Context: an optimization exercise on an open-source flow, tuned for small area, a short achievable clock period and few clock cycles. The choices shown serve that exercise and are no tape-out recipe.
For this run, only the layout was checked, not whether the RTL still works.
In this run the design's own scripts or RTL, not TritonCTS, make the clock network.
The flow treats the clock pin as an ideal source. Dropping or thinning the clock tree relies on that and would not hold on a real chip.
Power is estimated from default activity; no workload was simulated.

### design/flow/flow/run.sh
#!/bin/bash
# Own layout flow: the standard flow (standard.sh), with
#  - port buffers of buf_2 instead of the default clkdlybuf4s50_1,
#  - a larger setup target for ORFS's timing repair,
#  - a one-level clock tree (flow/cts.tcl) in place of TritonCTS.
# Each step's full output goes to a log file of its own in this folder.
set -euo pipefail
export FLOW_DIR_OWN=$PWD/flow
export MCT_COLS=${MCT_COLS:-2}
export MCT_ROWS=${MCT_ROWS:-2}
VARS=("BUFFER_PORTS_ARGS=-buffer_cell sky130_fd_sc_hd__buf_2" "SETUP_SLACK_MARGIN=7")
bash standard.sh "${VARS[@]}" place > flow_place.log 2>&1
bash standard.sh "${VARS[@]}" run RUN_SCRIPT=$PWD/flow/cts.tcl RUN_LOG_NAME_STEM=4_1_cts > flow_cts.log 2>&1
bash standard.sh "${VARS[@]}" finish > flow_finish.log 2>&1
### design/flow/flow/clkbuf.tcl
# Manual one-level clock tree: the clock port drives NBUF clkbuf cells, each
# driving the clock pins of one group of registers (split by position).
proc manual_clock_tree { cols rows cell } {
  set db [ord::get_db]
  set block [ord::get_db_block]
  set clk [$block findNet clk]
  set master [$db findMaster $cell]
  set sinks {}
  foreach it [$clk getITerms] {
    set inst [$it getInst]
    set loc [$inst getLocation]
    lappend sinks [list [lindex $loc 0] [lindex $loc 1] $it]
  }
  set n [llength $sinks]
  # split into cols x rows groups of nearly equal size: by x, then by y
  set sinks [lsort -integer -index 0 $sinks]
  set groups {}
  set per [expr {($n + $cols - 1) / $cols}]
  for {set c 0} {$c < $cols} {incr c} {
    set part [lsort -integer -index 1 [lrange $sinks [expr {$c * $per}] [expr {($c + 1) * $per - 1}]]]
    set m [llength $part]
    set per2 [expr {($m + $rows - 1) / $rows}]
    for {set r 0} {$r < $rows} {incr r} {
      lappend groups [lrange $part [expr {$r * $per2}] [expr {($r + 1) * $per2 - 1}]]
    }
  }
  set g 0
  foreach grp $groups {
    if { [llength $grp] == 0 } { continue }
    set sx 0; set sy 0
    foreach s $grp { incr sx [lindex $s 0]; incr sy [lindex $s 1] }
    set cx [expr {$sx / [llength $grp]}]
    set cy [expr {$sy / [llength $grp]}]
    set inst [odb::dbInst_create $block $master "clkbuf_m_$g"]
    set net [odb::dbNet_create $block "clknet_m_$g"]
    $net setSigType CLOCK
    foreach s $grp {
      set it [lindex $s 2]
      $it disconnect
      $it connect $net
    }
    [$inst findITerm A] connect $clk
    [$inst findITerm X] connect $net
    $inst setLocation $cx $cy
    $inst setPlacementStatus PLACED
    incr g
  }
  puts "manual_clock_tree: $n sinks, $g buffers of $cell"
}
### design/flow/design.v
module LZ77_Encoder(clk,reset,chardata,valid,encode,finish,offset,match_len,char_nxt);
input 				clk;
input 				reset;
input 		[7:0] 	chardata;
output  			valid;
output  			encode;
output  			finish;
output 		[3:0] 	offset;
output 		[2:0] 	match_len;
output 	 	[7:0] 	char_nxt;
reg					valid;
reg					finish;
reg			[3:0]	offset;
reg			[2:0]	match_len;
reg			[3:0]	ch;			 
reg					done;		 
reg			[3:0]	H [0:8];	 
reg			[6:0]	E [0:8];	 
reg			[11:0]	cnt;		 
reg			[2:0]	skip;		 
integer 	d, j;
assign encode = valid;
assign char_nxt = {2'b00, done, 1'b0, ch};
wire		inrange = ~cnt[11];			 
always @(posedge clk or posedge reset)
begin
	if (reset)
	begin
		cnt <= 12'd0;
		for (d = 0; d < 9; d = d + 1)
			H[d] <= 4'd3;
	end
	else
	begin
		cnt <= cnt + 12'd1;
		H[0] <= chardata[3:0];
		for (d = 1; d < 9; d = d + 1)
			H[d] <= H[d-1];
	end
end
always @(posedge clk)
begin
	for (d = 0; d < 9; d = d + 1)
		E[d] <= {E[d][5:0], inrange & (chardata[3:0] == H[d])};
end
reg			[7:0]	a [0:8];	 
reg			[7:0]	A;			 
reg			[8:0]	M;
reg			[2:0]	L;
reg			[3:0]	S;
reg			[3:0]	X;			 
wire		[3:0]	C [0:7];	 
reg					last;		 
assign C[7] = chardata[3:0];
assign C[6] = H[0];
assign C[5] = H[1];
assign C[4] = H[2];
assign C[3] = H[3];
assign C[2] = H[4];
assign C[1] = H[5];
assign C[0] = H[6];
always @(*)
begin
	for (d = 0; d < 9; d = d + 1)
	begin
		a[d][0] = 1'b1;
		for (j = 1; j < 8; j = j + 1)
			a[d][j] = a[d][j-1] & E[d][7-j];
	end
	for (j = 0; j < 8; j = j + 1)
	begin
		A[j] = 1'b0;
		for (d = 0; d < 9; d = d + 1)
			A[j] = A[j] | a[d][j];
	end
	for (d = 0; d < 9; d = d + 1)
	begin
		M[d] = 1'b1;
		for (j = 1; j < 8; j = j + 1)
			M[d] = M[d] & (a[d][j] | ~A[j]);
	end
	S = 4'd0;
	for (d = 0; d < 9; d = d + 1)
		if (M[d]) S = d;
	if (~A[1]) S = 4'd0;
	L = 3'd0;
	X = C[0];
	for (j = 1; j < 8; j = j + 1)
		if (A[j])
		begin
			L = j;
			X = C[j];
		end
	last = cnt[11] & A[~cnt[2:0]];
end
wire		[2:0]	eff = valid ? match_len : skip;
wire				emit = (eff == 3'd0) & ~done;
always @(posedge clk)
begin
	offset <= S;
	match_len <= L;
	ch <= last ? 4'b0100 : X;
end
always @(posedge clk or posedge reset)
begin
	if (reset)
	begin
		skip <= 3'd7;
		valid <= 1'b0;
		done <= 1'b0;
		finish <= 1'b0;
	end
	else
	begin
		skip <= eff - 3'd1;
		valid <= emit;
		done <= done | (emit & last);
		finish <= done;
	end
end
endmodule
### design/flow/flow/cts.tcl
# Clock tree step in place of ORFS's cts.tcl: the same steps, but the clock
# tree is one level of clock buffers (see clkbuf.tcl) instead of TritonCTS's
# two-level H-tree.
utl::set_metrics_stage "cts__{}"
source $::env(SCRIPTS_DIR)/load.tcl
set mct_cols $::env(MCT_COLS)
set mct_rows $::env(MCT_ROWS)
erase_non_stage_variables cts
load_design 3_place.odb 3_place.sdc
source $::env(FLOW_DIR_OWN)/clkbuf.tcl

set_dont_use $::env(DONT_USE_CELLS)
manual_clock_tree $mct_cols $mct_rows sky130_fd_sc_hd__clkbuf_16
set_propagated_clock [all_clocks]

estimate_parasitics -placement
set_placement_padding -global \
  -left $::env(CELL_PAD_IN_SITES_DETAIL_PLACEMENT) \
  -right $::env(CELL_PAD_IN_SITES_DETAIL_PLACEMENT)
detailed_placement
estimate_parasitics -placement
report_clock_latency
repair_timing_helper
detailed_placement
check_placement -verbose
report_metrics 4 "cts final"

orfs_write_db $::env(RESULTS_DIR)/4_1_cts.odb
orfs_write_sdc $::env(RESULTS_DIR)/4_cts.sdc
### design/flow/constraint.sdc
create_clock -name core_clock -period 10.0 [get_ports {clk}]
set_input_delay 2.0000 -clock core_clock [delete_from_list [all_inputs] [get_ports {clk}]]
set_output_delay 2.0000 -clock core_clock [all_outputs]
set_load 0.01 [all_outputs]
### design/flow/config.mk
export PLATFORM = sky130hd
export DESIGN_NAME = LZ77_Encoder
export DESIGN_NICKNAME = LZ77_Encoder
export VERILOG_FILES = /design/flow/design.v
export SDC_FILE = /design/flow/constraint.sdc
export NUM_CORES = 4
export LEC_CHECK = 0
export CAP_MARGIN = 20
export CORE_MARGIN = 2
export CORE_UTILIZATION = 50
export PLACE_DENSITY = 0.6
export SLEW_MARGIN = 20
### design/flow/standard.sh
#!/bin/bash
# synth_recipe.tcl (not shown) runs the flow's synth.tcl, then flattens the netlist and writes it again
# the make line also repeats each setting of config.mk as NAME=value (left out here)
make -C /OpenROAD-flow-scripts/flow DESIGN_CONFIG=/design/flow/config.mk WORK_HOME=/design/flow/orfs CLKGATE_MAP_FILE= SYNTH_SCRIPT=/design/flow/synth_recipe.tcl "${@:-finish}"
==> summary.txt <==
==> power by group through the flow <==
stage	logic [mW]	registers [mW]	clock network, mW
3_5_place_dp	0.149	0.601	0
6_report	0.148	0.590	0.203
5_1_grt	0.166	0.595	0.225
2_1_floorplan	0.105	0.600	0
4_1_cts	0.150	0.590	0.209
3_3_place_gp	0.146	0.600	0
==> layout make-up <==
class | instances | area (um2) | area share, %
buffer | 4 | 100 | 1.88
multi-input combinational | 288 | 2000 | 37.5
tap | 133 | 166 | 3.12
timing repair buffer | 21 | 110 | 2.06
inverter | 25 | 98.8 | 1.85
sequential | 128 | 2860 | 53.6
==> through the flow <==
stage          power [mW]  hold slack, ns  worst slack (ns)
2_1_floorplan       0.706           0.331              7.01
3_3_place_gp        0.745           0.335              6.74
3_5_place_dp        0.750           0.342              6.70
5_1_grt             0.986           0.362              6.96
6_report            0.941           0.349              7.13
==> cell families (layout without fill, tap and decap cells) <==
logic type / count (synthesis) / after routing / share of synthesized area (%)
buf+inv: 42 / 50 / 4.07
simple gates: 136 / 136 / 15.7
fa+ha+maj: 3 / 3 / 0.744
xor+xnor: 32 / 32 / 5.56
flops: 128 / 128 / 56.7
mux: 9 / 9 / 2.03
other cells: 1 / 3 / 0.0743
compound gates: 105 / 105 / 15.1
==> cell usage after synthesis (4+ instances only) <==
| library cell | n |
|---|---|
| dfstp_2 | 21 |
| nand2_1 | 20 |
| xor2_1 | 12 |
| nand4_1 | 12 |
| and3_4 | 5 |
| clkbuf_1 | 5 |
| nor4_1 | 5 |
| inv_1 | 23 |
| o21ai_1 | 4 |
| xnor2_1 | 20 |
| nor3_1 | 6 |
| a22oi_1 | 9 |
| a211oi_1 | 13 |
| a21oi_1 | 15 |
| mux2i_1 | 8 |
| dfxtp_1 | 74 |
| o21ai_0 | 14 |
| buf_4 | 7 |
| o22ai_1 | 16 |
| nor2_1 | 30 |
| o221ai_1 | 5 |
| nand3_1 | 30 |
| dfrtp_1 | 33 |
==> per-layer routing <==
layer,GRT usage [%],part of all wire [%]
met3,0.877,3.6
met1,27.7,45
met2,34.1,49
met5,0,0
met4,5.69,3.0
==> flip-flops by register name (all words and copies together) (netlist names) <==
signal	count
skip	3
finish	1
match_len	3
cnt	12
offset	4
done	1
ch	4
H	36
valid	1
E	63
==> critical path, stage by stage <==
cell	delay, ns
buf_2	0.18
clkinv_2	0.16
o22ai_1	0.09
a2111oi_0	0.37
and2_1	0.19
==> path summary, 6_finish.rpt <==
check | from | to | slack [ns] | cells past startpoint
min in group asynchronous | reset | H[6][3] | 2.01 | 3
worst max-delay path | chardata[3] | E[1][0] | 7.13 | 5
max in group asynchronous | reset | done | 7.56 | 3
worst min-delay path | E[4][0] | E[4][1] | 0.35 | 0
worst min register to register | E[4][0] | E[4][1] | 0.35 | 0
worst max register to register | E[1][6] | offset[0] | 7.28 | 9
==> summary.txt <==
- Yosys synthesis warning count: 4
- FP Rows: 36
- Nets@finish: 481
- Outcome: timing/DRC/antenna clean
- Final core occ: 54.6%
- Clock latency (worst-skew pair): 0.18 ns
- EDFF count, synth: 0
- Final Cycle Share: roughly 29%
- Largest area contributor in the netlist: dfxtp_1
- Async SR Flop Fraction: between 40% and 50%
- Switching part of the total power: 25.5%
- Via-to-Cell Ratio: 5.71
- DP Wirelength: 8050 um
- Die Y: 104 um
- Drt pass-1 iters: 5
- Post-layout instance area: 5330 um2
- Power Density: 176 nW/um2
- Sequential share of the synthesized area: 56.7%
- Largest net degree at the start of global routing: 55
- Most frequent cells in the layout: dfxtp_1 (74), dfrtp_1 (33), nand3_1 (30), nor2_1 (30), inv_1 (22)
- Placer Congestion: 0.861
- I/O pin total: 28
- RSZ-0062 raised after global routing: true
- Clock power frac: 21.6%
- Mapped cell area: 5040 um2
- Crit path max fanout: 10
- Gr usage total: roughly a fifth
- Placed Cells: 595
- Max-slew violation count: 0
- Number of port buffers: 20
- Post-CTS setup buffers: 0
- Initial antenna violation count: 0
- First-pass GRT wire length: 17700 um
- Filler cells: 891
- Internal: 0.701 mW
- Post-route DRC: 0
- CP endpoint kind: register
- Sequential group share of total power: a little over three fifths
- Logic pwr share: 15.8%
- CP required: 10.12 ns
- Post-route ant nets: 0
- Cell Count, Final, Fillers Out: 599
- Die Area: ~11000 um2
- Synthesis-stage register bit count: 128
- Critical path arrival: 2.99 ns
- Share of the synthesized area in the top cell type: 29.4%
- Area contributors post-synth: dfxtp_1 (29%), dfrtp_1 (16%), dfstp_2 (11%)
- Slew HR: a little under half
- Max Cap Violations: 0
- 1st-iter DRT viols: ~100
- Initial core utilization: 51.6%
- Die width: 104 um
- F_max: 348 MHz
- Max VDD drop: 106 uV
- Hold buffers post-CTS: 0
- WL/cell: 18.2 um
- Setup TNS: 0 ns
- Post-cts resize count: 1
- Final hold vios: 0
- Antenna cells: 0
- Clock slew at the register clock pins of the worst setup and hold paths: between 0.1 and 0.15 ns
- Placed cell areas: 5220 um2
- Startpoint Class: input port
- Worst setup path class: in2reg
- Switching power: 0.240 mW
- Synthesis-to-finish area growth: 5.70%
- Leakage: 2.15 nW
- Fin crit period: between 2 and 3 ns
- Worst-Margin Slew: 0.813 ns
- Final Setup Violations: 0
- Synth Instances: roughly 460
- Vias in the first global route: 3439
- Core area: 9770 um2
- Share of layout cells above drive strength 1: 16.7%
- Hold Crit Class: reg2reg
- Max Clock Skew: 0.0128 ns
- Via Count: 3422
- Routed WL: 10900 um
- Top_reg_cell synth: dfxtp_1
- Commonest non-fill, non-tap cell in the layout: dfxtp_1
- Average size of a mapped cell: ~11 um2
- GRT Residual Overflow: 0
- Yosys cell types: approximately 70

separate check: timing with driven ports:
In the flow no input, the clock included, has a driving cell. The finished layout below was timed again as built, in two steps. Step 1: set_driving_cell puts a clkbuf_16 on clk and a buf_2 on each other input, an assumption about the parent block. Step 2, shift: input delay + t, output delay - t, t = (earliest + latest rising clock arrival at the registers) / 2. This alone moves slack from input paths to output paths. a / b / c = ideal / step 1 / step 2; a / b = the first two.
shift t [ns]: 0.253
setup WS [ns]: 7.129 / 7.089 / 6.937
hold WS [ns]: 0.349 / 0.349 / 0.349
slew at the worst register clock pin (ns): 0.12 / 0.12
After both steps setup and hold are still met in this run. The setup slack of this run moves by -0.040 ns with the drivers and by -0.192 ns with both steps.
